Context: an optimization exercise on an open-source flow, tuned for small area. The choices shown serve that exercise and are no tape-out recipe. Where RTL was checked, it was by simulation tests only, not by an equivalence proof against the original. For runs 6 and 7, only the layout was checked, not whether the RTL still works. No activity file was given, so power comes from the tool's default toggle rates.

==> flow/design.v <==
module spi_interface(
    output reg          mosi,
    input               miso,
    input               clk,
    input               rst,
    output reg          RX_valid,
    output reg [7:0]    output_shift_register,
    input               TX_valid,
    input [7:0]         input_shift_register
);
localparam IDLE = 2'd0, MOVE_IN = 2'd1, MOVE_OUT = 2'd2;
reg [1:0] r_st;
reg [2:0] r_bit;
reg [5:0] r_byte;
reg       r_int;
reg [6:0] r_des;                                
wire r_idle = (r_st == IDLE);
wire r_in   = (r_st == MOVE_IN);
wire r_out  = (r_st == MOVE_OUT);
wire r_lo   = (r_byte < 6'd9);                  
wire r_end  = (r_byte == 6'd40) | (r_int & (r_byte == 6'd8));
wire r_last = r_in & (r_bit == 3'd7) & r_end;
wire r_en_a = r_out | (r_in & (r_bit == 3'd7) & r_lo);
wire r_en_b = r_out | (r_in & (r_bit == 3'd7) & ~r_lo);
wire r_out_next = (r_out & ~r_end) | r_last;
reg  r_en_a_n, r_en_b_n;
always @(posedge clk or posedge rst) begin
    if (rst) begin
        r_en_a_n <= 1'b1;
        r_en_b_n <= 1'b1;
    end else begin
        r_en_a_n <= ~(r_out_next | (r_in & (r_bit == 3'd6) & r_lo));
        r_en_b_n <= ~(r_out_next | (r_in & (r_bit == 3'd6) & ~r_lo));
    end
end
always @(posedge clk)
    r_des <= {r_des[5:0], miso};
reg [71:0]  ra;
reg [255:0] rb;
wire [7:0] ra_in = r_out ? rb[7:0] : {r_des, miso};
wire [79:0]  ra_src = {ra_in, ra};
wire [263:0] rb_src = {r_des, miso, rb};
genvar i;
generate
    for (i = 0; i < 72; i = i + 1) begin : rag
        always @(posedge clk)
            ra[i] <= ~((ra_src[i+8] | r_en_a_n) & (ra[i] | r_en_a));
    end
    for (i = 0; i < 256; i = i + 1) begin : rbg
        always @(posedge clk)
            rb[i] <= ~((rb_src[i+8] | r_en_b_n) & (rb[i] | r_en_b));
    end
endgenerate
always @(posedge clk) begin
    if (r_in & (r_byte == 6'd0) & (r_bit == 3'd1))
        r_int <= miso;
end
always @(posedge clk or posedge rst) begin
    if (rst) begin
        r_st <= IDLE;
        RX_valid <= 1'b0;
        output_shift_register <= 8'd0;
    end else begin
        RX_valid <= r_last | r_out;
        if (r_out)
            output_shift_register <= ra[7:0] ^ {8{~r_byte[0]}};
        case (r_st)
            IDLE:     if (!miso) r_st <= MOVE_IN;
            MOVE_IN:  if (r_last) r_st <= MOVE_OUT;
            MOVE_OUT: if (r_end) r_st <= IDLE;
            default:  r_st <= IDLE;
        endcase
    end
end
always @(posedge clk) begin
    if (r_idle | r_last | (r_out & r_end)) begin
        r_bit <= 3'd0;
        r_byte <= 6'd0;
    end else if (r_in) begin
        r_bit <= r_bit + 3'd1;
        if (r_bit == 3'd7)
            r_byte <= r_byte + 6'd1;
    end else begin
        r_byte <= r_byte + 6'd1;
    end
end
reg [1:0] t_st;
reg [2:0] t_bit;
reg [5:0] t_byte;
reg       t_int;
wire t_idle = (t_st == IDLE);
wire t_in   = (t_st == MOVE_IN);
wire t_out  = (t_st == MOVE_OUT);
wire t_in_end = (t_byte == 6'd40);
wire t_end  = (t_bit == 3'd7) & ((t_byte == 6'd40) | (t_int & (t_byte == 6'd8)));
wire t_en = t_in | (t_out & (t_bit == 3'd7));
reg  t_en_n;
always @(posedge clk or posedge rst) begin
    if (rst)
        t_en_n <= 1'b1;
    else
        t_en_n <= ~((t_idle & TX_valid) | (t_in & ~t_in_end) | (t_out & (t_bit == 3'd6)));
end
reg [327:0] tl;
wire [335:0] tl_src = {input_shift_register, tl};
generate
    for (i = 0; i < 328; i = i + 1) begin : tg
        always @(posedge clk)
            tl[i] <= ~((tl_src[i+8] | t_en_n) & (tl[i] | t_en));
    end
endgenerate
wire t_bitval = tl[7 - t_bit] ^ ~(t_bit[0] ^ t_byte[0]);
always @(posedge clk) begin
    if (t_in & (t_byte == 6'd0))
        t_int <= input_shift_register[6];
end
always @(posedge clk or posedge rst) begin
    if (rst) begin
        t_st <= IDLE;
        mosi <= 1'b1;
    end else begin
        case (t_st)
            IDLE: begin
                mosi <= ~TX_valid;
                if (TX_valid) t_st <= MOVE_IN;
            end
            MOVE_IN: begin
                mosi <= 1'b0;
                if (t_in_end) t_st <= MOVE_OUT;
            end
            MOVE_OUT: begin
                mosi <= t_bitval;
                if (t_end) t_st <= IDLE;
            end
            default: begin
                mosi <= 1'b1;
                t_st <= IDLE;
            end
        endcase
    end
end
always @(posedge clk) begin
    if (t_idle | (t_in & t_in_end) | (t_out & t_end)) begin
        t_bit <= 3'd0;
        t_byte <= 6'd0;
    end else if (t_in) begin
        t_byte <= t_byte + 6'd1;
    end else begin
        t_bit <= t_bit + 3'd1;
        if (t_bit == 3'd7)
            t_byte <= t_byte + 6'd1;
    end
end
endmodule
==> flow/run.sh <==
#!/bin/bash
# synth_recipe.tcl (not shown) runs the flow's synth.tcl, then flattens the netlist and writes it again
# the make line also repeats each setting of config.mk as NAME=value (left out here)
make -C /OpenROAD-flow-scripts/flow DESIGN_CONFIG=/design/flow/config.mk WORK_HOME=/design/flow/orfs CLKGATE_MAP_FILE= SYNTH_SCRIPT=/design/flow/synth_recipe.tcl finish
==> flow/config.mk <==
export PLATFORM = sky130hd
export DESIGN_NAME = spi_interface
export DESIGN_NICKNAME = spi_interface
export VERILOG_FILES = /design/flow/design.v
export SDC_FILE = /design/flow/constraint.sdc
export NUM_CORES = 8
export LEC_CHECK = 0
export CAP_MARGIN = 20
export CORE_MARGIN = 2
export CORE_UTILIZATION = 40
export SLEW_MARGIN = 20
==> flow/constraint.sdc <==
create_clock -name core_clock -period 5.0 [get_ports {clk}]
set_input_delay 1.0000 -clock core_clock [delete_from_list [all_inputs] [get_ports {clk}]]
set_output_delay 1.0000 -clock core_clock [all_outputs]
set_load 0.01 [all_outputs]
==> reports/qor.csv, run 1 <==
stage,metric,value,unit
run_status,outcome,finished clean,
route,starting DRC count in detailed routing,753,
cells_and_area,fin nets,1639,
logic_synthesis,post-synth cell types,43,
route,ANT nets after route,0,
pwr,Internal Power,12.5,mW
timing,Max Fclk,323,MHz
clocking,clock transition at the registers of the reported paths,0.06,ns
cells_and_area,Ant. Diodes,0,
setup_path,R2R Path Start,r_byte[0],
timing,RSZ-0062 raised after global routing,false,
place,placed cells,2218,
cells_and_area,Non-Filler Instances,2338,
timing,Slew HR,32.9,%
pwr,Comb power frac,16.8,%
place,worst slack at placement,1.93,ns
setup_path,"Data required, critical path",5.42,ns
clocking,Root Driver,clkbuf_16,
timing,fin crit share,62.0,%
floorplanning,io pins,22,
pwr,Switch Pwr,4.77,mW
logic_synthesis,Synth Area per Inst,12.1,µm²
route,DR pass1 iterations,4,
clocking,CTS buffer count,67,
pwr,power density over the cells,761,nW/µm²
pwr,sequential share of power,55.4,%
setup_path,crit path DAT,3.52,ns
clocking,Skew-Pair Late Insertion Delay,0.59,ns
global_route,grt total ovfl,0,
route,met1 WL,15800,µm
floorplanning,initial core utilization,40.4,%
logic_synthesis,Post-synth EDFFs,2,
global_route,number of global-route vias before repair,11998,
logic_synthesis,synthesized area,20200,µm²
cells_and_area,Fillers,4569,
timing,clock period minus worst slack,3.10,ns
route,Top Metal Used,met4,
timing,worst-case clock skew,0.0192,ns
floorplanning,area of the core,50100,µm²
global_route,largest net degree at the start of global routing,193,
global_route,GR Util All Layers,11.7,%
clocking,H-tree levels,3,
min_path,hold_sp,r_des[3],
logic_synthesis,Async SR Flop Fraction,2.43,%
min_path,min-delay worst type,flop to flop,
clocking,post-CTS setup buffer count,0,
setup_path,crit-path max FO,192,
clocking,Post-CTS Hold Buffers,0,
timing,Final setup viols,0,
place,# port buffers,21,
logic_synthesis,post-synthesis register bit count,700,
setup_path,crit end category,flop,
timing,Worst-Margin Slew,1.01,ns
cells_and_area,"Area growth, synth to finish",12.3,%
route,routed via count,12308,
logic_synthesis,dominant synthesized flop cell,dfxtp_1,
route,drt total wl,30500,µm
setup_path,worst setup path startpoint,r_byte[0],
clocking,CTS tree,built,
floorplanning,row count,82,
logic_synthesis,Syn Inst Count,1665,
route,routed wl met2,13000,µm
pwr,Clk network pwr share,27.8,%
route,WL met3,1000,µm
logic_synthesis,syn nets,1689,
logic_synthesis,sequential share of the synthesized area,69.9,%
clocking,CTS sink count,700,
place,Placer Congestion,0.725,
timing,Fin Setup TNS,0,ns
place,Final HPWL DP,15900,µm
floorplanning,die area,52400,µm²
global_route,first-pass GRT wire length,54000,µm
clocking,CTS max path bufs,3,
route,# DRC,0,
setup_path,Worst setup SP type,flop,
pwr,Peak supply drop,0.000244,V
clocking,post-cts resize count,0,
pwr,leakage,8.51,nW
floorplanning,Die Width,229,µm
pwr,Power Total,17.3,mW
floorplanning,DIE HEIGHT,229,µm
pwr,sw frac,27.6,%
route,vias per std cell,5.26,
logic_synthesis,Yosys Warn Count,1,
timing,slack of the critical path,1.90,ns
flow_run,max_cap viols,0,
timing,Hold Fails Final Rpt,0,
global_route,antenna violations before repair,0,
setup_path,Setup CP Type,flop to flop,
route,Avg WL per Cell,13.1,µm
timing,"Slew Viols, Final",0,
cells_and_area,layout cells sized above 1,8.28,%
## cells in the mapped netlist (all sizes together) (12+ instances only)
cell type	number	share of area (%)
clkbuf	73	1.4
buf	79	3.0
o21ai	18	0.56
xor2	15	0.65
ha	12	0.74
nand2	21	0.40
dfrtp	13	1.6
dfxtp	681	67
nor2	21	0.39
o22ai	658	20
## registers in the layout, summed over array words and instances, names as in the netlist
signal	cells
mosi	1
tl	328
r_en_b_n	1
ra	72
t_byte	6
t_int	1
r_bit	3
rb	256
t_bit	3
RX_valid	1
t_en_n	1
t_st	2
output_shift_register	8
r_byte	6
r_en_a_n	1
r_des	7
r_st	2
r_int	1
## routing by layer
layer  vias up  track usage [%]
li1       6324                -
met1      5812             15.5
met2       117             18.3
met3        55             2.82
met4         0             5.30
met5         -                0
## per-stage QoR
step	hold slack [ns]	instance area, µm²	util, %
2_1_floorplan	0.346	20200	-
3_3_place_gp	0.359	20600	41.0
5_1_grt	0.377	22700	45.3
4_1_cts	0.364	22700	45.3
3_5_place_dp	0.354	20600	41.0
6_report	0.364	22700	45.3
## kinds of logic after synthesis
| family | synth area share, % |
|---|---|
| muxes | 0.718 |
| xor gates and xnor gates | 0.953 |
| AOI/OAI and AO/OA | 21.8 |
| buffers and inverters | 4.52 |
| adders and majority gates | 0.743 |
| and+or+nand+nor | 1.45 |
| DFF | 69.9 |
## worst max-delay path, stage by stage, from the launching register on
cell and delay [ns]:
dfxtp_1 0.66, inv_1 0.18, ha_1 0.24, nand2b_1 0.10, a211oi_2 0.11, o21ai_4 0.73, buf_12 0.61, o22ai_1 0.20
## power groups by stage
stage / Sequential, mW / Clock [mW] / Combinational [mW]
floorplan: 9.19 / 0 / 2.69
global placement: 9.59 / 0 / 2.75
detailed placement: 9.66 / 0 / 2.92
CTS: 9.56 / 4.97 / 2.93
global route: 9.90 / 5.19 / 3.33
finish: 9.57 / 4.80 / 2.90
## layout by cell type, fill, tap and decap left out, types with 3 or more instances in the layout
master and n:
a21oi_1 8, buf_12 5, buf_4 7, clkbuf_1 16, clkbuf_16 69, clkbuf_8 13, clkdlybuf4s50_1 21, clkinv_2 14
clkinv_8 3, dfrtp_1 13, dfxtp_1 681, ha_1 12, inv_1 8, inv_6 3, mux2_2 8, nand2_1 19
nand2b_1 5, nand3_1 3, nor2_1 21, nor2b_1 3, o21ai_0 16, o22ai_1 656, xnor2_1 7, xor2_1 15
## worst paths after layout
path                            depth (start not counted)  slack, ns                  endpoint
worst min register to register                          0       0.36                  r_des[4]
worst max-delay path                                    7       1.90                   rb[131]
worst min-delay path                                    0       0.36                  r_des[4]
max in group asynchronous                               2       3.70  output_shift_register[2]
min in group asynchronous                               2       0.84                   t_st[0]
worst max register to register                          7       1.90                   rb[131]
## final cells by class
cell class	count	area [µm²]	area share [%]
clock buffers	98	1970	8.66
inverters	8	30.0	0.132
multi-input cells	805	5190	22.9
well taps	672	841	3.70
flip-flops and latches	700	14100	62.3
repair buffers	33	363	1.60
clock inverters	22	183	0.805
==> run 2, diff against run 1 <==
==> flow/design.v (replaced) <==
module spi_interface(
    output reg          mosi,
    input               miso,
    input               clk,
    input               rst,
    output reg          RX_valid,
    output reg [7:0]    output_shift_register,
    input               TX_valid,
    input [7:0]         input_shift_register
);
genvar j, p;
reg       r_in;                                 
reg       r_out;                                
reg [2:0] r_bit;
reg [3:0] r_q;                                  
reg [1:0] r_m;
reg       r_int;                                
reg [6:0] r_des;                                
wire r_k8   = (r_q == 4'd2) & (r_m == 2'd2);
wire r_k40  = (r_q == 4'd13) & (r_m == 2'd1);
wire r_end  = r_k40 | (r_int & r_k8);
wire r_last = r_in & (r_bit == 3'd7) & r_end;
wire r_lo   = (r_q < 4'd7);                     
wire r_ins  = r_in & (r_bit == 3'd7);
wire [7:0] r_byte = {r_des, miso};              
reg [20:0] ra [0:7];
reg [20:0] rb [0:7];
wire [7:0] r_tap;
generate
    for (j = 0; j < 8; j = j + 1) begin : rl
        always @(posedge clk) begin
            ra[j] <= {(r_ins & r_lo)  ? r_byte[7-j] : ra[j][0], ra[j][20:1]};
            rb[j] <= {(r_ins & ~r_lo) ? r_byte[7-j] : rb[j][0], rb[j][20:1]};
        end
        reg t;
        always @(*) begin
            if (r_lo) begin
                if (r_int)
                    case (r_m)
                        2'd0: t = ra[j][19];
                        2'd1: t = ra[j][5];
                        default: t = ra[j][12];
                    endcase
                else
                    case (r_m)
                        2'd0: t = ra[j][15];
                        2'd1: t = ra[j][1];
                        default: t = ra[j][8];
                    endcase
            end else begin
                case (r_m)
                    2'd0: t = rb[j][15];
                    2'd1: t = rb[j][1];
                    default: t = rb[j][8];
                endcase
            end
        end
        assign r_tap[7-j] = t;
    end
endgenerate
always @(posedge clk)
    r_des <= {r_des[5:0], miso};
always @(posedge clk) begin
    if (r_in & (r_q == 4'd0) & (r_m == 2'd0) & (r_bit == 3'd1))
        r_int <= miso;
end
always @(posedge clk or posedge rst) begin
    if (rst) begin
        r_in <= 1'b0;
        r_out <= 1'b0;
        RX_valid <= 1'b0;
        output_shift_register <= 8'd0;
    end else begin
        r_in <= r_in ? ~r_last : (~r_out & ~miso);
        r_out <= r_last | (r_out & ~r_end);
        RX_valid <= r_last | r_out;
        if (r_out)
            output_shift_register <= r_tap;
    end
end
wire r_inc = r_out | r_ins;
always @(posedge clk) begin
    if (~(r_in | r_out) | r_last | (r_out & r_end)) begin
        r_bit <= 3'd0;
        r_q <= 4'd0;
        r_m <= 2'd0;
    end else begin
        if (r_in)
            r_bit <= r_bit + 3'd1;
        if (r_inc) begin
            if (r_m == 2'd2) begin
                r_m <= 2'd0;
                r_q <= r_q + 4'd1;
            end else begin
                r_m <= r_m + 2'd1;
            end
        end
    end
end
reg       t_in;                                 
reg       t_out;                                
reg [2:0] t_bit;
reg [2:0] t_q;                                  
reg [2:0] t_m;
reg       t_int;                                
wire t_k8   = (t_q == 3'd1) & (t_m == 3'd2);
wire t_k40  = (t_q == 3'd6) & (t_m == 3'd4);
wire t_end  = (t_bit == 3'd7) & (t_k40 | (t_int & t_k8));
reg [41:0] tr [0:7];
reg t_tap;
generate
    for (j = 0; j < 8; j = j + 1) begin : tl
        always @(posedge clk)
            tr[j] <= {t_in ? input_shift_register[7-j] : tr[j][0], tr[j][41:1]};
    end
endgenerate
integer jj, mm;
always @(*) begin
    t_tap = 1'b0;
    for (jj = 0; jj < 8; jj = jj + 1)
        for (mm = 0; mm < 6; mm = mm + 1)
            if (t_bit == jj && t_m == mm)
                t_tap = tr[jj][(1 - jj - 7 * mm + 84) % 42];
end
always @(posedge clk) begin
    if (t_in & (t_q == 3'd0) & (t_m == 3'd0))
        t_int <= input_shift_register[6];
end
always @(posedge clk or posedge rst) begin
    if (rst) begin
        t_in <= 1'b0;
        t_out <= 1'b0;
        mosi <= 1'b1;
    end else begin
        t_in <= t_in ? ~t_k40 : (~t_out & TX_valid);
        t_out <= (t_in & t_k40) | (t_out & ~t_end);
        if (t_out)
            mosi <= t_tap;
        else
            mosi <= ~(t_in | TX_valid);
    end
end
wire t_inc = t_in | (t_bit == 3'd7);
always @(posedge clk) begin
    if (~(t_in | t_out) | (t_in & t_k40) | (t_out & t_end)) begin
        t_bit <= 3'd0;
        t_q <= 3'd0;
        t_m <= 3'd0;
    end else begin
        if (t_out)
            t_bit <= t_bit + 3'd1;
        if (t_inc) begin
            if (t_m == 3'd5) begin
                t_m <= 3'd0;
                t_q <= t_q + 3'd1;
            end else begin
                t_m <= t_m + 3'd1;
            end
        end
    end
end
endmodule
==> reports/qor.csv, run 2 <==
stage,metric,value,unit,change
logic_synthesis,synthesized area,17000,µm²,was 20200 µm²
clocking,H-tree levels,2,,was 3
timing,"Slew Viols, Final",0,,unchanged
logic_synthesis,dominant synthesized flop cell,dfxtp_1,,unchanged
pwr,Peak supply drop,0.000319,V,was 0.000244 V
logic_synthesis,post-synthesis register bit count,713,,was 700
timing,Fin Setup TNS,0,ns,unchanged
floorplanning,area of the core,41900,µm²,was 50100 µm²
logic_synthesis,Synth Area per Inst,15.6,µm²,was 12.1 µm²
logic_synthesis,Yosys Warn Count,4,,was 1
setup_path,Setup CP Type,flop to flop,,unchanged
route,starting DRC count in detailed routing,386,,was 753
route,DR pass1 iterations,4,,unchanged
place,# port buffers,21,,unchanged
run_status,outcome,finished clean,,unchanged
cells_and_area,Reg with most FFs,tr,,was tl
timing,Worst-Margin Slew,0.910,ns,was 1.01 ns
logic_synthesis,syn nets,1118,,was 1689
cells_and_area,Fillers,3623,,was 4569
logic_synthesis,sequential share of the synthesized area,84.5,%,was 69.9%
timing,clock period minus worst slack,3.15,ns,was 3.10 ns
route,# DRC,0,,unchanged
timing,Slew HR,39.3,%,was 32.9%
clocking,CTS buffer count,61,,was 67
setup_path,Buf/Inv on CP,0,,was 2
logic_synthesis,Synth area leaders,"dfxtp_1 82%, dfrtp_1 1.9%, mux2_2 1.7%",,"was dfxtp_1 67%, o22ai_1 20%, buf_6 1.9%"
place,Final HPWL DP,15100,µm,was 15900 µm
logic_synthesis,Async SR Flop Fraction,1.96,%,was 2.43%
logic_synthesis,Yosys top cell by area,dfxtp_1,,unchanged
route,routed via count,7405,,was 12308
cells_and_area,"commonest non-fill, non-tap cell in the layout",dfxtp_1,,unchanged
timing,worst-case clock skew,0.0217,ns,was 0.0192 ns
flow_run,max_cap viols,0,,unchanged
cells_and_area,final instance area,19900,µm²,was 22700 µm²
floorplanning,row count,75,,was 82
floorplanning,Die Width,210,µm,was 229 µm
cells_and_area,most frequent cells in the layout,"697 x dfxtp_1, 63 x clkbuf_16, 62 x nor2_1",,"was 681 x dfxtp_1, 656 x o22ai_1, 69 x clkbuf_16"
cells_and_area,max reg flops,336,,was 328
cells_and_area,layout cells sized above 1,13.0,%,was 8.28%
timing,Max Fclk,318,MHz,was 323 MHz
logic_synthesis,post-synth cell types,71,,was 43
logic_synthesis,Syn Inst Count,1088,,was 1665
global_route,first-pass GRT wire length,40700,µm,was 54000 µm
pwr,power density over the cells,596,nW/µm²,was 761 nW/µm²
pwr,leakage,8.12,nW,was 8.51 nW
global_route,grt total ovfl,0,,unchanged
clocking,CTS tree,built,,unchanged
floorplanning,die area,44200,µm²,was 52400 µm²
clocking,post-cts resize count,0,,unchanged
clocking,Skew-Pair Late Insertion Delay,0.60,ns,was 0.59 ns
setup_path,crit-path max FO,26,,was 192
logic_synthesis,share of the synthesized area in the top cell type,82.0,%,was 67.4%
setup_path,worst stage delay on the critical path,0.92,ns,was 0.73 ns
global_route,number of global-route vias before repair,7588,,was 11998
place,Placer Congestion,0.816,,was 0.725
timing,Final setup viols,0,,unchanged
global_route,GR Util All Layers,11.7,%,about the same
setup_path,"Data required, critical path",5.51,ns,was 5.42 ns
setup_path,CP Cell Sequence,and2_1 -> ha_1 -> or2_2 -> a2111oi_1 -> a211oi_1 -> o211ai_2 -> a21oi_1 -> o21ai_1 -> a211o_1,,was inv_1 -> ha_1 -> nand2b_1 -> a211oi_2 -> o21ai_4 -> buf_12 -> o22ai_1
clocking,clock transition at the registers of the reported paths,0.06,ns,about the same
min_path,min-delay worst type,flop to flop,,unchanged
timing,fin crit share,62.9,%,was 62.0%
logic_synthesis,top-count cell post-synth,dfxtp_1,,unchanged
clocking,CTS sink count,713,,was 700
clocking,CTS max path bufs,3,,unchanged
setup_path,CP max-delay cell,dfxtp_1,,was o21ai_4
clocking,post-CTS setup buffer count,0,,unchanged
clocking,Root Driver,clkbuf_16,,unchanged
global_route,antenna violations before repair,0,,unchanged
floorplanning,io pins,22,,unchanged
setup_path,crit path DAT,3.66,ns,was 3.52 ns
route,ANT nets after route,0,,unchanged
logic_synthesis,commonest cells in the netlist,"697 x dfxtp_1, 62 x nor2_1, 49 x a21oi_1, 25 x mux2_2, 22 x mux2i_1",,"was 681 x dfxtp_1, 656 x o22ai_1, 73 x clkbuf_1, 43 x buf_2, 34 x buf_6"
setup_path,"CP delay by family, top",compound AO/OA/AOI/OAI gates,,unchanged
place,placed cell area,17800,µm²,was 20600 µm²
timing,RSZ-0062 raised after global routing,false,,unchanged
setup_path,Worst setup SP type,flop,,unchanged
floorplanning,initial core utilization,40.5,%,was 40.4%
global_route,largest net degree at the start of global routing,35,,was 193
route,vias per std cell,4.26,,was 5.26
cells_and_area,fin nets,1181,,was 1639
cells_and_area,Ant. Diodes,0,,unchanged
route,drt total wl,25200,µm,was 30500 µm
logic_synthesis,Post-synth EDFFs,2,,unchanged
cells_and_area,Regs by FF count,"tr x336, ra x168, rb x168",,"was tl x328, rb x256, ra x72"
route,Avg WL per Cell,14.5,µm,was 13.1 µm
floorplanning,DIE HEIGHT,210,µm,was 229 µm
clocking,Post-CTS Hold Buffers,0,,unchanged
setup_path,crit end category,flop,,unchanged
cells_and_area,"Area growth, synth to finish",17.1,%,was 12.3%
timing,Hold Fails Final Rpt,0,,unchanged
run 2: cell count changes in the layout (fill, tap and decap cells not counted), moves of 7 or more:
cell      before  now
o22ai_1      656    3
a21oi_1        8   49
nor2_1        21   62
mux2i_1        1   22
mux2_2         8   25
dfxtp_1      681  697
xor2_1        15    3
inv_1          8   18
nor3_1         2   10
clkinv_2      14    7
run 2: logic make-up (layout without fill, tap and decap cells):
| kind of cell | after synthesis | in the layout | synth area share (%) |
|---|---|---|---|
| xor gates and xnor gates | 8 | 8 | 0.412 |
| and+or+nand+nor | 136 | 136 | 4.08 |
| muxes | 56 | 56 | 4.10 |
| DFF | 713 | 713 | 84.5 |
| adders and majority gates | 18 | 18 | 1.32 |
| buffers and inverters | 47 | 160 | 1.34 |
| AOI/OAI and AO/OA | 110 | 110 | 4.28 |
run 2: per-stage QoR:
step	power, mW	std cells	hold WS [ns]	utilization [%]	worst slack, ns
detailed placement	7.18	1627	0.312	42.4	1.94
global placement	7.16	1627	0.310	42.4	2.02
finish	11.9	1740	0.311	47.5	1.85
floorplan	6.93	1088	0.310	-	2.68
global route	12.4	1740	0.323	47.5	1.71
CTS	12.0	1740	0.313	47.5	1.93
run 2: report_power, final:
part	switching, mW	leakage [nW]	internal [mW]
clock	1.97	1.04	2.84
combinational	0.225	1.14	0.255
sequential	0.259	5.94	6.31
run 2: final cells by class:
type,count,area (µm²),share of cell area [%]
multi-input combinational,328,2410,12.1
clock inverter,23,318,1.60
sequential,713,14400,72.1
clock buffer,90,1820,9.12
timing repair buffer,28,263,1.32
inverter,19,71.3,0.358
tap,539,674,3.38
run 2: final timing paths:
check	startpoint	to	slack, ns	cells after the start
setup / recovery	t_m[1]	mosi	1.85	9
hold / removal	tr[4][14]	tr[4][13]	0.31	0
hold reg to reg	tr[4][14]	tr[4][13]	0.31	0
setup reg to reg	t_m[1]	mosi	1.85	9
min in group asynchronous	rst	output_shift_register[0]	0.80	2
max in group asynchronous	rst	t_out	3.75	2
run 2: worst reg2reg max path: stages, from the launching register on:
cell and delay (ns):
dfxtp_1 0.92, and2_1 0.24, ha_1 0.62, or2_2 0.24
a2111oi_1 0.05, a211oi_1 0.36, o211ai_2 0.13, a21oi_1 0.15
o21ai_1 0.09, a211o_1 0.26
run 2: routing by layer:
layer  track usage, %  vias up  wire (µm)
met5                0        -          0
met3             2.98       55       1090
li1                 -     3726          -
met4             4.40        0        660
met2             18.0      121      10800
met1             16.0     3503      12600
==> run 3, diff against run 2 <==
==> flow/flow/run.sh (new file) <==
#!/bin/bash
# The standard layout, with our own clock tree synthesis options.
set -euo pipefail
export CTS_ARGS="-sink_clustering_enable -repair_clock_nets -sink_clustering_size 20 -sink_clustering_max_diameter 60 -buf_list sky130_fd_sc_hd__clkbuf_8 -dont_use_dummy_load"

bash standard.sh > standard.log 2>&1
==> flow/standard.sh (new file) <==
#!/bin/bash
# synth_recipe.tcl (not shown) runs the flow's synth.tcl, then flattens the netlist and writes it again
# the make line also repeats each setting of config.mk as NAME=value (left out here)
make -C /OpenROAD-flow-scripts/flow DESIGN_CONFIG=/design/flow/config.mk WORK_HOME=/design/flow/orfs CLKGATE_MAP_FILE= SYNTH_SCRIPT=/design/flow/synth_recipe.tcl "${@:-finish}"
--- a/flow/config.mk
+++ b/flow/config.mk
@@ -8,4 +8,4 @@
 export CAP_MARGIN = 20
 export CORE_MARGIN = 2
-export CORE_UTILIZATION = 40
+export CORE_UTILIZATION = 65
 export SLEW_MARGIN = 20
removed: flow/run.sh
==> reports/qor.csv, run 3 <==
stage,metric,value,unit,change
run_status,outcome,finished clean,,unchanged
setup_path,R2R Path Start,t_m[1],,unchanged
flow_run,max_cap viols,0,,unchanged
timing,Final setup viols,0,,unchanged
cells_and_area,max reg flops,336,,unchanged
timing,clock period minus worst slack,3.13,ns,was 3.15 ns
global_route,largest net degree at the start of global routing,35,,unchanged
logic_synthesis,Simple-Gate Fraction of Synth Area,4.08,%,unchanged
setup_path,Reg-to-Reg End,mosi,,unchanged
pwr,Peak supply drop,0.000398,V,was 0.000319 V
logic_synthesis,share of the synthesized area in the top cell type,82.0,%,unchanged
logic_synthesis,Post-Synth XOR/XNOR Area,0.412,%,unchanged
route,DR pass1 iterations,5,,was 4
logic_synthesis,Syn Inst Count,1088,,unchanged
cells_and_area,fin nets,1162,,was 1181
floorplanning,area of the core,25800,µm²,was 41900 µm²
floorplanning,io pins,22,,unchanged
logic_synthesis,Post-synth EDFFs,2,,unchanged
setup_path,Setup CP Type,flop to flop,,unchanged
min_path,hold_sp,tr[7][12],,was tr[4][14]
timing,Max Fclk,319,MHz,was 318 MHz
clocking,CTS buffer count,44,,was 61
min_path,Worst Hold Depth,0,,unchanged
timing,worst-case clock skew,0.0676,ns,was 0.0217 ns
setup_path,Worst setup SP type,flop,,unchanged
setup_path,"Data required, critical path",5.44,ns,was 5.51 ns
route,ANT nets after route,0,,unchanged
logic_synthesis,Synth Area per Inst,15.6,µm²,unchanged
route,Avg WL per Cell,16.4,µm,was 14.5 µm
route,drt total wl,24000,µm,was 25200 µm
global_route,number of global-route vias before repair,7238,,was 7588
clocking,CTS tree,built,,unchanged
logic_synthesis,post-synthesis register bit count,713,,unchanged
logic_synthesis,post-synth cell types,71,,unchanged
setup_path,crit path DAT,3.57,ns,was 3.66 ns
clocking,H-tree levels,2,,unchanged
clocking,CTS sink count,713,,unchanged
logic_synthesis,synthesized area,17000,µm²,unchanged
route,vias per std cell,4.95,,was 4.26
cells_and_area,most frequent cells in the layout,"696 x dfxtp_1, 62 x nor2_1, 49 x a21oi_1",,"was 697 x dfxtp_1, 63 x clkbuf_16, 62 x nor2_1"
logic_synthesis,Synth area leaders,"dfxtp_1 82%, dfrtp_1 1.9%, mux2_2 1.7%",,unchanged
timing,Hold Fails Final Rpt,0,,unchanged
timing,Fin Setup TNS,0,ns,unchanged
clocking,post-CTS setup buffer count,0,,unchanged
timing,fin crit share,62.6,%,was 62.9%
place,Placer Congestion,0.879,,was 0.816
place,# port buffers,21,,unchanged
logic_synthesis,Synth Area in Compound Gates,4.28,%,unchanged
cells_and_area,"commonest non-fill, non-tap cell in the layout",dfxtp_1,,unchanged
timing,Slew HR,35.4,%,was 39.3%
cells_and_area,Reg with most FFs,tr,,unchanged
logic_synthesis,dominant synthesized flop cell,dfxtp_1,,unchanged
logic_synthesis,largest family of logic cells by synthesized area,compound AO/OA/AOI/OAI gates,,unchanged
logic_synthesis,syn nets,1118,,unchanged
cells_and_area,final core occ,70.2,%,was 47.5%
route,starting DRC count in detailed routing,420,,was 386
clocking,Skew-Pair Late Insertion Delay,0.58,ns,was 0.60 ns
clocking,Root Driver,clkbuf_8,,was clkbuf_16
clocking,CTS max path bufs,3,,unchanged
timing,"Slew Viols, Final",0,,unchanged
cells_and_area,Ant. Diodes,0,,unchanged
floorplanning,initial core utilization,65.8,%,was 40.5%
floorplanning,row count,59,,was 75
min_path,"Endpoint, Worst Hold",tr[7][11],,was tr[4][13]
logic_synthesis,sequential share of the synthesized area,84.5,%,unchanged
logic_synthesis,area share of fa/ha/maj cells after synthesis,1.32,%,unchanged
logic_synthesis,Async SR Flop Fraction,1.96,%,unchanged
global_route,grt total ovfl,0,,unchanged
place,Final HPWL DP,15300,µm,was 15100 µm
floorplanning,Die Width,166,µm,was 210 µm
logic_synthesis,Yosys Warn Count,4,,unchanged
clocking,Post-CTS Hold Buffers,0,,unchanged
route,routed via count,7257,,was 7405
setup_path,crit-path max FO,26,,unchanged
cells_and_area,Fillers,1742,,was 3623
min_path,min-delay worst type,flop to flop,,unchanged
timing,RSZ-0062 raised after global routing,false,,unchanged
setup_path,crit end category,flop,,unchanged
logic_synthesis,Yosys top cell by area,dfxtp_1,,unchanged
logic_synthesis,mux share of post-synthesis cell area,4.10,%,unchanged
floorplanning,die area,27500,µm²,was 44200 µm²
route,# DRC,0,,unchanged
setup_path,R2R Setup Slk,1.87,ns,was 1.85 ns
pwr,power density over the cells,515,nW/µm²,was 596 nW/µm²
logic_synthesis,commonest cells in the netlist,"697 x dfxtp_1, 62 x nor2_1, 49 x a21oi_1, 25 x mux2_2, 22 x mux2i_1",,unchanged
cells_and_area,"Area growth, synth to finish",6.57,%,was 17.1%
global_route,GR Util All Layers,17.8,%,was 11.7%
timing,Worst-Margin Slew,0.965,ns,was 0.910 ns
cells_and_area,Regs by FF count,"tr x336, ra x168, rb x168",,unchanged
logic_synthesis,top-count cell post-synth,dfxtp_1,,unchanged
pwr,leakage,7.39,nW,was 8.12 nW
cells_and_area,layout cells sized above 1,8.76,%,was 13.0%
global_route,first-pass GRT wire length,38400,µm,was 40700 µm
clocking,post-cts resize count,0,,unchanged
floorplanning,DIE HEIGHT,166,µm,was 210 µm
setup_path,reg2reg path depth,9,,unchanged
clocking,clock transition at the registers of the reported paths,0.10,ns,was 0.06 ns
global_route,antenna violations before repair,0,,unchanged
[run 3: cell count changes in the layout (fill, tap and decap cells not counted), sizes merged]
cell / change
inv: -4
clkinv: -10
clkbuf: -46
buf: -2
clkinvlp: -3
bufinv: -6
[run 3: cell families (layout without fill, tap and decap cells)]
kind of cell    after synthesis  count (layout)
simple gates                136             136
flops                       713             713
compound gates              110             110
fa+ha+maj                    18              18
buf+inv                      47              89
mux                          56              56
xor+xnor                      8               8
[run 3: layout make-up]
type,instances,area (µm²),area share (%)
flip-flops and latches,713,14400,79.3
multi-input cells,328,2410,13.3
clock buffers,44,606,3.34
well taps,335,419,2.31
repair buffers,26,248,1.37
inverters,19,71.3,0.393
[run 3: worst max path at each step]
stage	endpoint	from	slack, ns	cells after the start
global placement	mosi	t_m[0]	1.80	9
finish	mosi	t_m[1]	1.87	9
CTS	mosi	t_m[0]	1.66	9
detailed placement	mosi	t_m[0]	1.76	9
global route	mosi	t_m[1]	1.56	9
floorplan	mosi	t_m[0]	2.68	12
[run 3: power breakdown]
part / internal, mW / switching (mW) / leakage [nW] / total, mW
Clock: 0.796 / 1.50 / 0.316 / 2.29
Combinational: 0.255 / 0.230 / 1.13 / 0.485
Sequential: 6.31 / 0.249 / 5.94 / 6.55
Total: 7.36 / 1.97 / 7.39 / 9.33
[run 3: metrics by stage]
stage / area (µm²) / instances / worst slack, ns / total power, mW / hold slack (ns)
2_1_floorplan: 17000 / 1088 / 2.68 / 6.93 / 0.310
3_3_place_gp: 17500 / 1421 / 1.80 / 7.15 / 0.309
3_5_place_dp: 17500 / 1421 / 1.76 / 7.17 / 0.312
4_1_cts: 18100 / 1465 / 1.66 / 9.44 / 0.251
5_1_grt: 18100 / 1465 / 1.56 / 9.74 / 0.249
6_report: 18100 / 1465 / 1.87 / 9.33 / 0.250
[run 3: layer usage]
metal / vias up / GRT usage, % / part of all wire, %
li1: 3620 / - / -
met1: 3424 / 25.2 / 49
met2: 157 / 27.8 / 45
met3: 56 / 2.98 / 3.7
met4: 0 / 7.30 / 3.2
met5: - / 0 / 0
[run 3: critical path: stages, from the launching register on]
cell	delay, ns
dfxtp_1	0.91
and2_1	0.23
ha_1	0.60
or2_2	0.24
a2111oi_1	0.05
a211oi_1	0.35
o211ai_2	0.12
a21oi_1	0.14
o21ai_1	0.09
a211o_1	0.26
==> run 4, diff against run 3 <==
--- a/flow/flow/run.sh
+++ b/flow/flow/run.sh
@@ -3,4 +3,4 @@
 set -euo pipefail
 export CTS_ARGS="-sink_clustering_enable -repair_clock_nets -sink_clustering_size 20 -sink_clustering_max_diameter 60 -buf_list sky130_fd_sc_hd__clkbuf_8 -dont_use_dummy_load"
-
+export BUFFER_PORTS_ARGS="-buffer_cell sky130_fd_sc_hd__buf_1"
 bash standard.sh > standard.log 2>&1
==> reports/qor.csv, run 4 <==
stage,metric,value,unit,change
clocking,Root Driver,clkbuf_8,,unchanged
min_path,min-delay worst type,flop to flop,,unchanged
min_path,Worst Hold Depth,0,,unchanged
setup_path,crit path DAT,3.50,ns,was 3.57 ns
clocking,post-cts resize count,0,,unchanged
cells_and_area,fin nets,1162,,unchanged
logic_synthesis,synthesized area,17000,µm²,unchanged
run_status,outcome,finished clean,,unchanged
logic_synthesis,Syn Inst Count,1088,,unchanged
pwr,Power Total,9.27,mW,was 9.33 mW
floorplanning,row count,59,,unchanged
setup_path,CP Cell Sequence,and2_1 -> ha_1 -> or2_2 -> a2111oi_1 -> a211oi_1 -> o211ai_2 -> a21oi_1 -> o21ai_1 -> a211o_1,,unchanged
place,Placer Congestion,0.858,,was 0.879
timing,Slew HR,38.7,%,was 35.4%
floorplanning,die area,27500,µm²,unchanged
clocking,CTS buffer count,43,,was 44
clocking,clock transition at the registers of the reported paths,0.10,ns,about the same
logic_synthesis,share of the synthesized area in the top cell type,82.0,%,unchanged
timing,fin crit share,59.8,%,was 62.6%
flow_run,max_cap viols,0,,unchanged
timing,Fin Setup TNS,0,ns,unchanged
cells_and_area,most frequent cells in the layout,"697 x dfxtp_1, 62 x nor2_1, 49 x a21oi_1",,"was 696 x dfxtp_1, 62 x nor2_1, 49 x a21oi_1"
floorplanning,io pins,22,,unchanged
global_route,largest net degree at the start of global routing,35,,unchanged
global_route,antenna violations before repair,0,,unchanged
timing,Hold Fails Final Rpt,0,,unchanged
clocking,CTS max path bufs,3,,unchanged
setup_path,Worst setup SP type,flop,,unchanged
timing,slack of the critical path,2.01,ns,was 1.87 ns
setup_path,R2R Setup Slk,2.01,ns,was 1.87 ns
global_route,number of global-route vias before repair,7189,,was 7238
pwr,power density over the cells,516,nW/µm²,was 515 nW/µm²
logic_synthesis,Async SR Flop Fraction,1.96,%,unchanged
timing,RSZ-0062 raised after global routing,false,,unchanged
place,# port buffers,21,,unchanged
global_route,first-pass GRT wire length,38300,µm,was 38400 µm
timing,Max Fclk,334,MHz,was 319 MHz
floorplanning,initial core utilization,65.8,%,unchanged
logic_synthesis,dominant synthesized flop cell,dfxtp_1,,unchanged
setup_path,reg2reg path depth,9,,unchanged
timing,Worst-Margin Slew,0.916,ns,was 0.965 ns
logic_synthesis,Yosys top cell by area,dfxtp_1,,unchanged
cells_and_area,max reg flops,336,,unchanged
route,Avg WL per Cell,16.2,µm,was 16.4 µm
clocking,H-tree levels,2,,unchanged
floorplanning,Die Width,166,µm,unchanged
route,drt total wl,23800,µm,was 24000 µm
logic_synthesis,post-synthesis register bit count,713,,unchanged
global_route,grt total ovfl,0,,unchanged
cells_and_area,"commonest non-fill, non-tap cell in the layout",dfxtp_1,,unchanged
global_route,GR Util All Layers,17.7,%,was 17.8%
route,ANT nets after route,0,,unchanged
clocking,Skew-Pair Late Insertion Delay,0.58,ns,about the same
route,starting DRC count in detailed routing,405,,was 420
logic_synthesis,Yosys Warn Count,4,,unchanged
logic_synthesis,top-count cell post-synth,dfxtp_1,,unchanged
logic_synthesis,post-synth cell types,71,,unchanged
route,DR pass1 iterations,4,,was 5
logic_synthesis,Post-synth EDFFs,2,,unchanged
route,routed via count,7154,,was 7257
setup_path,"Data required, critical path",5.51,ns,was 5.44 ns
pwr,Peak supply drop,0.000443,V,was 0.000398 V
setup_path,CP max-delay cell,dfxtp_1,,unchanged
setup_path,crit-path max FO,26,,unchanged
clocking,CTS sink count,713,,unchanged
logic_synthesis,Synth Area per Inst,15.6,µm²,unchanged
cells_and_area,final core occ,69.6,%,was 70.2%
clocking,CTS tree,built,,unchanged
place,worst slack at placement,1.98,ns,was 1.76 ns
timing,"Slew Viols, Final",0,,unchanged
floorplanning,DIE HEIGHT,166,µm,unchanged
cells_and_area,Ant. Diodes,0,,unchanged
setup_path,Setup CP Type,flop to flop,,unchanged
cells_and_area,layout cells sized above 1,8.67,%,was 8.76%
place,Final HPWL DP,15100,µm,was 15300 µm
timing,Final setup viols,0,,unchanged
logic_synthesis,syn nets,1118,,unchanged
timing,clock period minus worst slack,2.99,ns,was 3.13 ns
floorplanning,area of the core,25800,µm²,unchanged
setup_path,crit end category,flop,,unchanged
logic_synthesis,Synth area leaders,"dfxtp_1 82%, dfrtp_1 1.9%, mux2_2 1.7%",,unchanged
clocking,Post-CTS Hold Buffers,0,,unchanged
route,# DRC,0,,unchanged
cells_and_area,Reg with most FFs,tr,,unchanged
logic_synthesis,commonest cells in the netlist,"697 x dfxtp_1, 62 x nor2_1, 49 x a21oi_1, 25 x mux2_2, 22 x mux2i_1",,unchanged
setup_path,worst stage delay on the critical path,0.88,ns,was 0.91 ns
cells_and_area,"Area growth, synth to finish",5.75,%,was 6.57%
cells_and_area,Regs by FF count,"tr x336, ra x168, rb x168",,unchanged
route,vias per std cell,4.88,,was 4.95
clocking,post-CTS setup buffer count,0,,unchanged
timing,worst-case clock skew,0.0627,ns,was 0.0676 ns
logic_synthesis,sequential share of the synthesized area,84.5,%,unchanged
pwr,leakage,7.33,nW,was 7.39 nW
run 4: cell types whose count changed in the layout (fill, tap and decap cells not counted), sizes merged:
cell           change
buf               +22
clkbuf             -1
clkdlybuf4s50     -21
run 4: cells by family (layout without fill, tap and decap cells):
logic type | Yosys count | in the layout | synth area share (%)
DFF | 713 | 713 | 84.5
buffers and inverters | 47 | 89 | 1.34
adders and majority gates | 18 | 18 | 1.32
AOI/OAI and AO/OA | 110 | 110 | 4.28
muxes | 56 | 56 | 4.10
and+or+nand+nor | 136 | 136 | 4.08
xor gates and xnor gates | 8 | 8 | 0.412
run 4: path summary, 6_finish.rpt:
check,start,to
max,t_m[1],mosi
min,tr[4][20],tr[4][19]
max reg2reg,t_m[1],mosi
min reg2reg,tr[4][20],tr[4][19]
max in group asynchronous,rst,t_out
min in group asynchronous,rst,t_in
run 4: layout make-up:
class,instances,area (µm²)
well taps,335,419
repair buffers,27,124
multi-input cells,328,2410
flip-flops and latches,713,14400
fillers,1777,7850
clock buffers,43,592
inverters,19,71.3
run 4: where the power goes:
group	internal, mW	switching, mW	total (mW)
combinational	0.221	0.246	0.467
clock	0.779	1.49	2.27
sequential	6.30	0.228	6.53
total	7.30	1.97	9.27
run 4: layer usage:
layer / up-vias / global-route usage, % / wire length (µm)
met5: - / 0 / 0
met4: 0 / 7.49 / 882
met3: 60 / 2.93 / 858
met2: 124 / 27.4 / 10200
met1: 3333 / 25.2 / 11900
li1: 3637 / - / -
run 4: worst max-delay path, delay by kind of cell (launching register included):
kind	cells	cell delay, ns
AOI/OAI and AO/OA	6	1.01
adders and majority gates	1	0.61
DFF	1	0.88
and+or+nand+nor	2	0.47
run 4: through the flow:
stage	instances	instance area, µm²	hold WS (ns)
floorplan	1088	17000	0.310
global placement	1422	17400	0.310
detailed placement	1422	17400	0.312
CTS	1465	18000	0.252
global route	1465	18000	0.250
finish	1465	18000	0.248
==> run 5, diff against run 4 <==
--- a/flow/config.mk
+++ b/flow/config.mk
@@ -8,4 +8,5 @@
 export CAP_MARGIN = 20
 export CORE_MARGIN = 2
-export CORE_UTILIZATION = 65
+export CORE_UTILIZATION = 80
+export PLACE_DENSITY = 0.85
 export SLEW_MARGIN = 20
==> reports/qor.csv, run 5 <==
stage,metric,value,unit,change
run_status,outcome,finished clean,,unchanged
cells_and_area,fin nets,1159,,was 1162
cells_and_area,Reg with most FFs,tr,,unchanged
floorplanning,DIE HEIGHT,150,µm,was 166 µm
timing,Hold Fails Final Rpt,0,,unchanged
global_route,first-pass GRT wire length,48900,µm,was 38300 µm
route,routed via count,7903,,was 7154
pwr,Power Total,9.49,mW,was 9.27 mW
cells_and_area,Ant. Diodes,0,,unchanged
pwr,leakage,7.31,nW,was 7.33 nW
clocking,CTS max path bufs,3,,unchanged
timing,RSZ-0062 raised after global routing,false,,unchanged
setup_path,Worst setup SP type,flop,,unchanged
timing,Slew HR,31.2,%,was 38.7%
global_route,number of global-route vias before repair,8631,,was 7189
timing,Fin Setup TNS,0,ns,unchanged
global_route,antenna violations before repair,0,,unchanged
route,Avg WL per Cell,22.8,µm,was 16.2 µm
logic_synthesis,Post-synth EDFFs,2,,unchanged
logic_synthesis,post-synthesis register bit count,713,,unchanged
pwr,Peak supply drop,0.000379,V,was 0.000443 V
setup_path,crit end category,flop,,unchanged
route,starting DRC count in detailed routing,507,,was 405
logic_synthesis,Syn Inst Count,1088,,unchanged
cells_and_area,"commonest non-fill, non-tap cell in the layout",dfxtp_1,,unchanged
timing,worst-case clock skew,0.0456,ns,was 0.0627 ns
logic_synthesis,top-count cell post-synth,dfxtp_1,,unchanged
floorplanning,row count,53,,was 59
route,vias per std cell,5.64,,was 4.88
floorplanning,initial core utilization,81.2,%,was 65.8%
setup_path,crit-path max FO,21,,was 26
floorplanning,Die Width,150,µm,was 166 µm
cells_and_area,Regs by FF count,"tr x336, ra x168, rb x168",,unchanged
min_path,"Endpoint, Worst Hold",rb[6][2],,was tr[4][19]
cells_and_area,most frequent cells in the layout,"696 x dfxtp_1, 62 x nor2_1, 49 x a21oi_1",,"was 697 x dfxtp_1, 62 x nor2_1, 49 x a21oi_1"
min_path,min-delay worst type,flop to flop,,unchanged
route,# DRC,0,,unchanged
place,Final HPWL DP,19600,µm,was 15100 µm
setup_path,"Data required, critical path",5.53,ns,was 5.51 ns
logic_synthesis,dominant synthesized flop cell,dfxtp_1,,unchanged
timing,fin crit share,64.2,%,was 59.8%
clocking,Skew-Pair Late Insertion Delay,0.59,ns,was 0.58 ns
floorplanning,area of the core,21000,µm²,was 25800 µm²
clocking,Post-CTS Hold Buffers,0,,unchanged
clocking,clock transition at the registers of the reported paths,0.11,ns,was 0.10 ns
timing,Max Fclk,311,MHz,was 334 MHz
pwr,sequential share of power,70.1,%,was 70.5%
setup_path,crit path DAT,3.74,ns,was 3.50 ns
floorplanning,io pins,22,,unchanged
logic_synthesis,Async SR Flop Fraction,1.96,%,unchanged
logic_synthesis,commonest cells in the netlist,"697 x dfxtp_1, 62 x nor2_1, 49 x a21oi_1, 25 x mux2_2, 22 x mux2i_1",,unchanged
place,# port buffers,21,,unchanged
logic_synthesis,Yosys Warn Count,4,,unchanged
cells_and_area,max reg flops,336,,unchanged
timing,Final setup viols,0,,unchanged
logic_synthesis,share of the synthesized area in the top cell type,82.0,%,unchanged
setup_path,Setup CP Type,flop to flop,,unchanged
pwr,Comb power frac,5.9,%,was 5.0%
clocking,CTS buffer count,41,,was 43
route,ANT nets after route,0,,unchanged
logic_synthesis,synthesized area,17000,µm²,unchanged
floorplanning,die area,22400,µm²,was 27500 µm²
cells_and_area,Fillers,870,,was 1777
pwr,Clk network pwr share,24.0,%,was 24.5%
setup_path,Reg-to-Reg End,mosi,,unchanged
timing,clock period minus worst slack,3.21,ns,was 2.99 ns
timing,"Slew Viols, Final",0,,unchanged
place,Placer Congestion,0.855,,was 0.858
global_route,grt total ovfl,0,,unchanged
logic_synthesis,post-synth cell types,71,,unchanged
pwr,Switch Pwr,2.20,mW,was 1.97 mW
min_path,Worst Hold Depth,0,,unchanged
setup_path,reg2reg path depth,9,,unchanged
flow_run,max_cap viols,0,,unchanged
timing,Worst-Margin Slew,1.03,ns,was 0.916 ns
setup_path,R2R Setup Slk,1.79,ns,was 2.01 ns
cells_and_area,layout cells sized above 1,8.52,%,was 8.67%
logic_synthesis,sequential share of the synthesized area,84.5,%,unchanged
clocking,post-cts resize count,0,,unchanged
setup_path,R2R Path Start,t_m[2],,was t_m[1]
cells_and_area,"Area growth, synth to finish",5.11,%,was 5.75%
clocking,post-CTS setup buffer count,0,,unchanged
route,drt total wl,31900,µm,was 23800 µm
min_path,hold_sp,rb[6][3],,was tr[4][20]
global_route,largest net degree at the start of global routing,35,,unchanged
route,DR pass1 iterations,5,,was 4
pwr,Internal Power,7.29,mW,was 7.30 mW
clocking,CTS sink count,713,,unchanged
logic_synthesis,syn nets,1118,,unchanged
logic_synthesis,Synth area leaders,"dfxtp_1 82%, dfrtp_1 1.9%, mux2_2 1.7%",,unchanged
global_route,GR Util All Layers,29.8,%,was 17.7%
pwr,sw frac,23.2,%,was 21.2%
clocking,CTS tree,built,,unchanged
logic_synthesis,Synth Area per Inst,15.6,µm²,unchanged
logic_synthesis,Yosys top cell by area,dfxtp_1,,unchanged
pwr,power density over the cells,531,nW/µm²,was 516 nW/µm²
clocking,H-tree levels,2,,unchanged
clocking,Root Driver,clkbuf_8,,unchanged
run 5: cell counts after synthesis:
Identical to the previous run, type by type.
run 5: metal layers:
| layer | up-vias | track usage (%) | wire length [µm] |
|---|---|---|---|
| met2 | 341 | 50.4 | 15700 |
| li1 | 3619 | - | - |
| met5 | - | 0 | 0 |
| met3 | 132 | 4.97 | 1670 |
| met1 | 3811 | 36.3 | 12600 |
| met4 | 0 | 17.2 | 1920 |
run 5: worst max-delay path, stage by stage (launching register included):
cell       delay [ns]
dfxtp_1          0.88
inv_1            0.28
ha_1             0.53
or2_2            0.40
a2111oi_1        0.33
a211oi_1         0.16
o211ai_2         0.18
a21oi_1          0.11
o21ai_1          0.15
a211o_1          0.15
run 5: through the flow:
step                setup slack, ns  hold WS (ns)  cell area, µm²  util [%]  instances
floorplan                      2.68         0.310           17000         -       1088
global placement               1.94         0.310           17300      82.6       1361
detailed placement             1.88         0.312           17300      82.6       1361
CTS                            1.89         0.305           17900      85.3       1402
global route                   1.66         0.318           17900      85.3       1402
finish                         1.79         0.314           17900      85.3       1402
run 5: layout make-up:
type,count,area [µm²],share of cell area [%]
multi-input combinational,328,2410,13.5
tap,275,344,1.92
timing repair buffer,26,116,0.651
clock buffer,41,564,3.16
inverter,19,71.3,0.399
sequential,713,14400,80.4
run 5: logic make-up (layout without fill, tap and decap cells):
family	after synthesis	count (layout)	synth area share, %
flops	713	713	84.5
compound gates	110	110	4.28
mux	56	56	4.10
buf+inv	47	86	1.34
simple gates	136	136	4.08
fa+ha+maj	18	18	1.32
xor+xnor	8	8	0.412
run 5: how the worst max path moves through the flow:
| stage | end | from | slack (ns) | cells after the start |
|---|---|---|---|---|
| finish | mosi | t_m[2] | 1.79 | 9 |
| floorplan | mosi | t_m[0] | 2.68 | 12 |
| global placement | mosi | t_m[2] | 1.94 | 9 |
| detailed placement | mosi | t_m[2] | 1.88 | 9 |
| global route | mosi | t_m[2] | 1.66 | 9 |
| CTS | mosi | t_m[2] | 1.89 | 9 |
run 5: power groups by stage:
stage / Clock (mW) / Sequential [mW] / Combinational (mW)
3_5_place_dp: 0 / 6.73 / 0.509
6_report: 2.28 / 6.65 / 0.556
4_1_cts: 2.31 / 6.64 / 0.550
3_3_place_gp: 0 / 6.66 / 0.443
5_1_grt: 2.50 / 6.69 / 0.578
2_1_floorplan: 0 / 6.57 / 0.358
==> run 6, diff against run 5 <==
--- a/flow/design.v
+++ b/flow/design.v
@@ -103,8 +103,7 @@
 reg [2:0] t_q;                                  
 reg [2:0] t_m;
-reg       t_int;                                
 wire t_k8   = (t_q == 3'd1) & (t_m == 3'd2);
 wire t_k40  = (t_q == 3'd6) & (t_m == 3'd4);
-wire t_end  = (t_bit == 3'd7) & (t_k40 | (t_int & t_k8));
+wire t_end  = (t_bit == 3'd7) & (t_k40 | (tr[1][14] & t_k8));
 reg [41:0] tr [0:7];
 reg t_tap;
@@ -122,8 +121,4 @@
             if (t_bit == jj && t_m == mm)
                 t_tap = tr[jj][(1 - jj - 7 * mm + 84) % 42];
-end
-always @(posedge clk) begin
-    if (t_in & (t_q == 3'd0) & (t_m == 3'd0))
-        t_int <= input_shift_register[6];
 end
 always @(posedge clk or posedge rst) begin
==> reports/qor.csv, run 6 <==
stage,metric,value,unit,change
clocking,H-tree levels,2,,unchanged
clocking,Root Driver,clkbuf_8,,unchanged
timing,worst-case clock skew,0.0381,ns,was 0.0456 ns
global_route,largest net degree at the start of global routing,31,,was 35
min_path,hold_sp,tr[4][29],,was rb[6][3]
timing,"Slew Viols, Final",0,,unchanged
logic_synthesis,Syn Inst Count,1080,,was 1088
cells_and_area,layout cells sized above 1,8.01,%,was 8.52%
flow_run,max_cap viols,0,,unchanged
floorplanning,area of the core,20800,µm²,was 21000 µm²
global_route,first-pass GRT wire length,47700,µm,was 48900 µm
floorplanning,Die Width,149,µm,was 150 µm
logic_synthesis,dominant synthesized flop cell,dfxtp_1,,unchanged
clocking,post-CTS setup buffer count,0,,unchanged
route,starting DRC count in detailed routing,551,,was 507
logic_synthesis,Synth area leaders,"dfxtp_1 83%, dfrtp_1 1.9%, mux2_2 1.8%",,"was dfxtp_1 82%, dfrtp_1 1.9%, mux2_2 1.7%"
place,# port buffers,21,,unchanged
setup_path,CP Cell Sequence,inv_1 -> ha_1 -> inv_1 -> o211ai_1 -> o311a_1 -> a31oi_1 -> nor3_1 -> nor3b_1 -> a22o_1,,was inv_1 -> ha_1 -> or2_2 -> a2111oi_1 -> a211oi_1 -> o211ai_2 -> a21oi_1 -> o21ai_1 -> a211o_1
clocking,CTS sink count,712,,was 713
logic_synthesis,synthesized area,16900,µm²,was 17000 µm²
pwr,Peak supply drop,0.000357,V,was 0.000379 V
clocking,CTS tree,built,,unchanged
route,drt total wl,31000,µm,was 31900 µm
logic_synthesis,Yosys Warn Count,4,,unchanged
floorplanning,die area,22300,µm²,was 22400 µm²
route,# DRC,0,,unchanged
logic_synthesis,top-count cell post-synth,dfxtp_1,,unchanged
setup_path,CP max-delay cell,dfxtp_1,,unchanged
logic_synthesis,Async SR Flop Fraction,1.97,%,was 1.96%
logic_synthesis,commonest cells in the netlist,"697 x dfxtp_1, 65 x nor2_1, 42 x a21oi_1, 27 x mux2_2, 26 x nand2_1",,"was 697 x dfxtp_1, 62 x nor2_1, 49 x a21oi_1, 25 x mux2_2, 22 x mux2i_1"
place,Placer Congestion,0.885,,was 0.855
setup_path,Setup CP Type,flop to flop,,unchanged
route,ANT nets after route,0,,unchanged
cells_and_area,Ant. Diodes,0,,unchanged
timing,Max Fclk,352,MHz,was 311 MHz
pwr,leakage,7.26,nW,was 7.31 nW
route,routed via count,7817,,was 7903
timing,RSZ-0062 raised after global routing,false,,unchanged
logic_synthesis,Post-synth EDFFs,1,,was 2
logic_synthesis,Yosys top cell by area,dfxtp_1,,unchanged
clocking,clock transition at the registers of the reported paths,0.12,ns,was 0.11 ns
global_route,number of global-route vias before repair,8342,,was 8631
route,Avg WL per Cell,22.2,µm,was 22.8 µm
cells_and_area,"commonest non-fill, non-tap cell in the layout",dfxtp_1,,unchanged
clocking,post-cts resize count,0,,unchanged
timing,Hold Fails Final Rpt,0,,unchanged
global_route,antenna violations before repair,0,,unchanged
logic_synthesis,sequential share of the synthesized area,85.0,%,was 84.5%
clocking,Skew-Pair Late Insertion Delay,0.60,ns,was 0.59 ns
setup_path,Worst path most repeated cell,inv_1,,
cells_and_area,"Area growth, synth to finish",5.34,%,was 5.11%
cells_and_area,Reg with most FFs,tr,,unchanged
global_route,grt total ovfl,0,,unchanged
setup_path,Buf/Inv on CP,2,,was 1
timing,Slew HR,30.1,%,was 31.2%
setup_path,"CP delay by family, top",compound AO/OA/AOI/OAI gates,,unchanged
logic_synthesis,post-synth cell types,64,,was 71
floorplanning,DIE HEIGHT,149,µm,was 150 µm
setup_path,crit end category,flop,,unchanged
global_route,GR Util All Layers,29.1,%,was 29.8%
floorplanning,io pins,22,,unchanged
clocking,CTS buffer count,41,,unchanged
place,worst slack at placement,2.26,ns,was 1.88 ns
setup_path,crit-path max FO,20,,was 21
timing,Worst-Margin Slew,1.04,ns,was 1.03 ns
pwr,power density over the cells,529,nW/µm²,was 531 nW/µm²
clocking,CTS max path bufs,3,,unchanged
cells_and_area,fin nets,1154,,was 1159
setup_path,crit path DAT,3.35,ns,was 3.74 ns
logic_synthesis,Synth Area per Inst,15.6,µm²,about the same
logic_synthesis,post-synthesis register bit count,712,,was 713
logic_synthesis,share of the synthesized area in the top cell type,82.7,%,was 82.0%
floorplanning,initial core utilization,81.0,%,was 81.2%
min_path,min-delay worst type,flop to flop,,unchanged
timing,fin crit share,56.9,%,was 64.2%
timing,slack of the critical path,2.16,ns,was 1.79 ns
setup_path,Worst setup SP type,flop,,unchanged
cells_and_area,Regs by FF count,"tr x336, ra x168, rb x168",,unchanged
logic_synthesis,syn nets,1109,,was 1118
route,vias per std cell,5.59,,was 5.64
cells_and_area,most frequent cells in the layout,"697 x dfxtp_1, 65 x nor2_1, 42 x a21oi_1",,"was 696 x dfxtp_1, 62 x nor2_1, 49 x a21oi_1"
setup_path,"Data required, critical path",5.50,ns,was 5.53 ns
setup_path,worst stage delay on the critical path,0.80,ns,was 0.88 ns
setup_path,R2R Path Start,t_m[2],,unchanged
clocking,Post-CTS Hold Buffers,0,,unchanged
timing,Fin Setup TNS,0,ns,unchanged
run_status,outcome,finished clean,,unchanged
place,Final HPWL DP,19400,µm,was 19600 µm
floorplanning,row count,53,,unchanged
setup_path,worst setup path startpoint,t_m[2],,unchanged
cells_and_area,max reg flops,336,,unchanged
timing,clock period minus worst slack,2.84,ns,was 3.21 ns
timing,Final setup viols,0,,unchanged
route,DR pass1 iterations,5,,unchanged
[run 6: worst paths after layout]
kind | end | slack [ns] | cells after the start
max in group asynchronous | t_out | 3.98 | 2
min in group asynchronous | output_shift_register[4] | 0.50 | 2
min | tr[4][28] | 0.30 | 0
max | mosi | 2.16 | 9
min reg2reg | tr[4][28] | 0.30 | 0
max reg2reg | mosi | 2.16 | 9
[run 6: layout make-up]
type                            count  area, µm²
Sequential cell                   712      14300
Tap cell                          275        344
Timing Repair Buffer               27        124
Clock buffer                       41        564
Inverter                           16       60.1
Multi-Input combinational cell    327       2340
Fill cell                         838       3060
[run 6: cell families after synthesis]
group | Yosys count | share of synthesized area, %
flops | 712 | 85.0
simple gates | 135 | 3.70
compound gates | 109 | 4.24
mux | 58 | 4.24
buf+inv | 41 | 1.14
fa+ha+maj | 17 | 1.26
xor+xnor | 8 | 0.416
[run 6: report_power, final]
| group | total, mW | switching [mW] | internal, mW |
|---|---|---|---|
| Sequential | 6.58 | 0.316 | 6.26 |
| Clock | 2.30 | 1.55 | 0.747 |
| Combinational | 0.526 | 0.303 | 0.222 |
[run 6: routing by layer]
metal	track usage, %	up-vias	routed length, µm
met2	50.2	314	15600
met5	0	-	0
met1	35.6	3783	12400
met4	14.3	0	1470
li1	-	3605	-
met3	5.14	115	1600
[run 6: worst register-to-register path: cells and delay by family, from the launching register on]
| family | cells | cell delay [ns] |
|---|---|---|
| AND/OR/NAND/NOR | 2 | 0.29 |
| flip-flops | 1 | 0.80 |
| buffers and inverters | 2 | 0.43 |
| AO/OA/AOI/OAI | 4 | 0.86 |
| adder cells (fa/ha/maj) | 1 | 0.42 |
[run 6: per-stage QoR]
step	power [mW]	hold slack (ns)	std cells	area (µm²)	utilization [%]
4_1_cts	9.42	0.299	1398	17800	85.3
5_1_grt	9.67	0.316	1398	17800	85.3
3_5_place_dp	7.16	0.312	1357	17200	82.6
6_report	9.40	0.302	1398	17800	85.3
3_3_place_gp	7.02	0.310	1357	17200	82.6
2_1_floorplan	6.87	0.310	1080	16900	-
==> run 7, diff against run 6 <==
--- a/flow/config.mk
+++ b/flow/config.mk
@@ -8,5 +8,4 @@
 export CAP_MARGIN = 20
 export CORE_MARGIN = 2
-export CORE_UTILIZATION = 80
-export PLACE_DENSITY = 0.85
+export CORE_UTILIZATION = 65
 export SLEW_MARGIN = 20
==> reports/qor.csv, run 7 <==
stage,metric,value,unit,change
run_status,outcome,finished clean,,unchanged
route,routed via count,7103,,was 7817
logic_synthesis,share of the synthesized area in the top cell type,82.7,%,unchanged
pwr,Peak supply drop,0.000372,V,was 0.000357 V
logic_synthesis,post-synth cell types,64,,unchanged
clocking,Root Driver,clkbuf_8,,unchanged
clocking,H-tree levels,2,,unchanged
floorplanning,area of the core,25300,µm²,was 20800 µm²
logic_synthesis,Syn Inst Count,1080,,unchanged
logic_synthesis,dominant synthesized flop cell,dfxtp_1,,unchanged
pwr,leakage,7.27,nW,was 7.26 nW
min_path,min-delay worst type,flop to flop,,unchanged
pwr,Clk network pwr share,24.7,%,was 24.4%
clocking,post-cts resize count,0,,unchanged
clocking,Post-CTS Hold Buffers,0,,unchanged
timing,Slew HR,37.4,%,was 30.1%
clocking,CTS tree,built,,unchanged
clocking,Skew-Pair Late Insertion Delay,0.58,ns,was 0.60 ns
route,starting DRC count in detailed routing,355,,was 551
logic_synthesis,synthesized area,16900,µm²,unchanged
timing,Final setup viols,0,,unchanged
cells_and_area,"Area growth, synth to finish",5.91,%,was 5.34%
timing,Max Fclk,355,MHz,was 352 MHz
cells_and_area,Reg with most FFs,tr,,unchanged
global_route,grt total ovfl,0,,unchanged
global_route,largest net degree at the start of global routing,31,,unchanged
cells_and_area,Fillers,1711,,was 838
setup_path,"Data required, critical path",5.51,ns,was 5.50 ns
logic_synthesis,Async SR Flop Fraction,1.97,%,unchanged
route,DR pass1 iterations,4,,was 5
setup_path,crit end category,flop,,unchanged
place,Final HPWL DP,14700,µm,was 19400 µm
timing,"Slew Viols, Final",0,,unchanged
pwr,Comb power frac,4.8,%,was 5.6%
timing,hold_ws,0.253,ns,was 0.302 ns
logic_synthesis,top-count cell post-synth,dfxtp_1,,unchanged
timing,Worst-Margin Slew,0.936,ns,was 1.04 ns
cells_and_area,Ant. Diodes,0,,unchanged
timing,clock period minus worst slack,2.82,ns,was 2.84 ns
clocking,CTS max path bufs,3,,unchanged
pwr,sw frac,21.2,%,was 23.1%
floorplanning,initial core utilization,66.6,%,was 81.0%
cells_and_area,"commonest non-fill, non-tap cell in the layout",dfxtp_1,,unchanged
route,vias per std cell,4.88,,was 5.59
setup_path,Setup CP Type,flop to flop,,unchanged
timing,RSZ-0062 raised after global routing,false,,unchanged
cells_and_area,layout cells sized above 1,8.18,%,was 8.01%
pwr,power density over the cells,515,nW/µm²,was 529 nW/µm²
pwr,sequential share of power,70.5,%,was 70.0%
==> run 7: cell types whose count changed in the layout (fill, tap and decap cells not counted), sizes merged <==
cell,change
clkbuf,+2
==> run 7: cell families (layout without fill, tap and decap cells) <==
kind of cell             after synthesis  count (layout)  share of synthesized area (%)
AND/OR/NAND/NOR                      135             135                           3.70
flip-flops                           712             712                           85.0
XOR/XNOR                               8               8                          0.416
buffers and inverters                 41              86                           1.14
multiplexers                          58              58                           4.24
AO/OA/AOI/OAI                        109             109                           4.24
adder cells (fa/ha/maj)               17              17                           1.26
==> run 7: layout make-up <==
| class | instances | area, µm² | area share [%] |
|---|---|---|---|
| well taps | 330 | 413 | 2.31 |
| multi-input cells | 327 | 2340 | 13.1 |
| inverters | 16 | 60.1 | 0.336 |
| clock buffers | 43 | 592 | 3.31 |
| flip-flops and latches | 712 | 14300 | 80.3 |
| repair buffers | 27 | 124 | 0.694 |
==> run 7: power groups by stage <==
| stage | sequential [mW] | clock (mW) | combinational (mW) |
|---|---|---|---|
| after floorplan | 6.52 | 0 | 0.352 |
| after global placement | 6.61 | 0 | 0.438 |
| after detailed placement | 6.62 | 0 | 0.446 |
| after CTS | 6.50 | 2.35 | 0.449 |
| after global routing | 6.56 | 2.56 | 0.493 |
| final | 6.49 | 2.27 | 0.441 |
==> run 7: per-stage QoR <==
step	utilization, %	area, µm²	worst slack, ns	power (mW)	std cells
3_5_place_dp	68.2	17300	2.22	7.07	1412
3_3_place_gp	68.2	17300	2.31	7.05	1412
2_1_floorplan	-	16900	2.80	6.87	1080
4_1_cts	70.5	17900	2.23	9.30	1455
6_report	70.5	17900	2.18	9.20	1455
5_1_grt	70.5	17900	1.97	9.61	1455
==> run 7: critical path, cell delays in order (launching register included) <==
cell      delay, ns
dfxtp_1        0.79
inv_1          0.16
ha_1           0.42
inv_1          0.28
o211ai_1       0.13
o311a_1        0.35
a31oi_1        0.21
nor3_1         0.09
nor3b_1        0.19
a22o_1         0.16
==> run 7: layer usage <==
metal | share of wire [%] | vias to the layer above | GRT usage (%) | wire, µm
met1 | 50 | 3331 | 25.4 | 11800
met5 | 0 | - | 0 | 0
met3 | 3.6 | 55 | 3.32 | 843
met2 | 43 | 101 | 27.3 | 9990
li1 | - | 3616 | - | -
met4 | 3.5 | 0 | 7.51 | 816
==> run 7: worst paths after layout <==
check | slack [ns] | end | startpoint | depth (start not counted)
setup / recovery | 2.18 | mosi | t_m[2] | 9
hold / removal | 0.25 | tr[5][34] | tr[5][35] | 0
setup reg to reg | 2.18 | mosi | t_m[2] | 9
hold reg to reg | 0.25 | tr[5][34] | tr[5][35] | 0
max in group asynchronous | 3.95 | t_in | rst | 2
min in group asynchronous | 0.53 | r_in | rst | 2

## what the ideal ports hide
No port has a modelled driver above. Below, the same layouts with a new extraction and two added sets of constraints. Step 1 (the two cells are an assumption about what drives the block):
set clk [get_ports {clk}]
set_driving_cell -lib_cell sky130_fd_sc_hd__clkbuf_16 $clk
set_driving_cell -lib_cell sky130_fd_sc_hd__buf_2 [delete_from_list [all_inputs] $clk]
Step 2 also shifts input and output timing later by t, the mid clock arrival at the registers, as if the neighbouring blocks saw the same clock. Three values: ideal, step 1, step 2; two values: the first two.
run	shift t [ns]	setup slack, ns	worst setup path after step 2	worst slew at a driven data input, ns
run 1	0.627	1.900 / 1.900 / 1.900	register to register	0.03
run 2	0.637	1.853 / 1.853 / 1.853	register to register	0.03
run 3	0.591	1.868 / 1.868 / 1.868	register to register	0.04
run 4	0.593	2.009 / 2.009 / 2.009	register to register	0.03
run 5	0.611	1.789 / 1.789 / 1.789	register to register	0.03
run 6	0.629	2.156 / 2.156 / 2.156	register to register	0.03
run 7	0.593	2.181 / 2.181 / 2.181	register to register	0.03
After both steps every run listed still meets setup and hold.
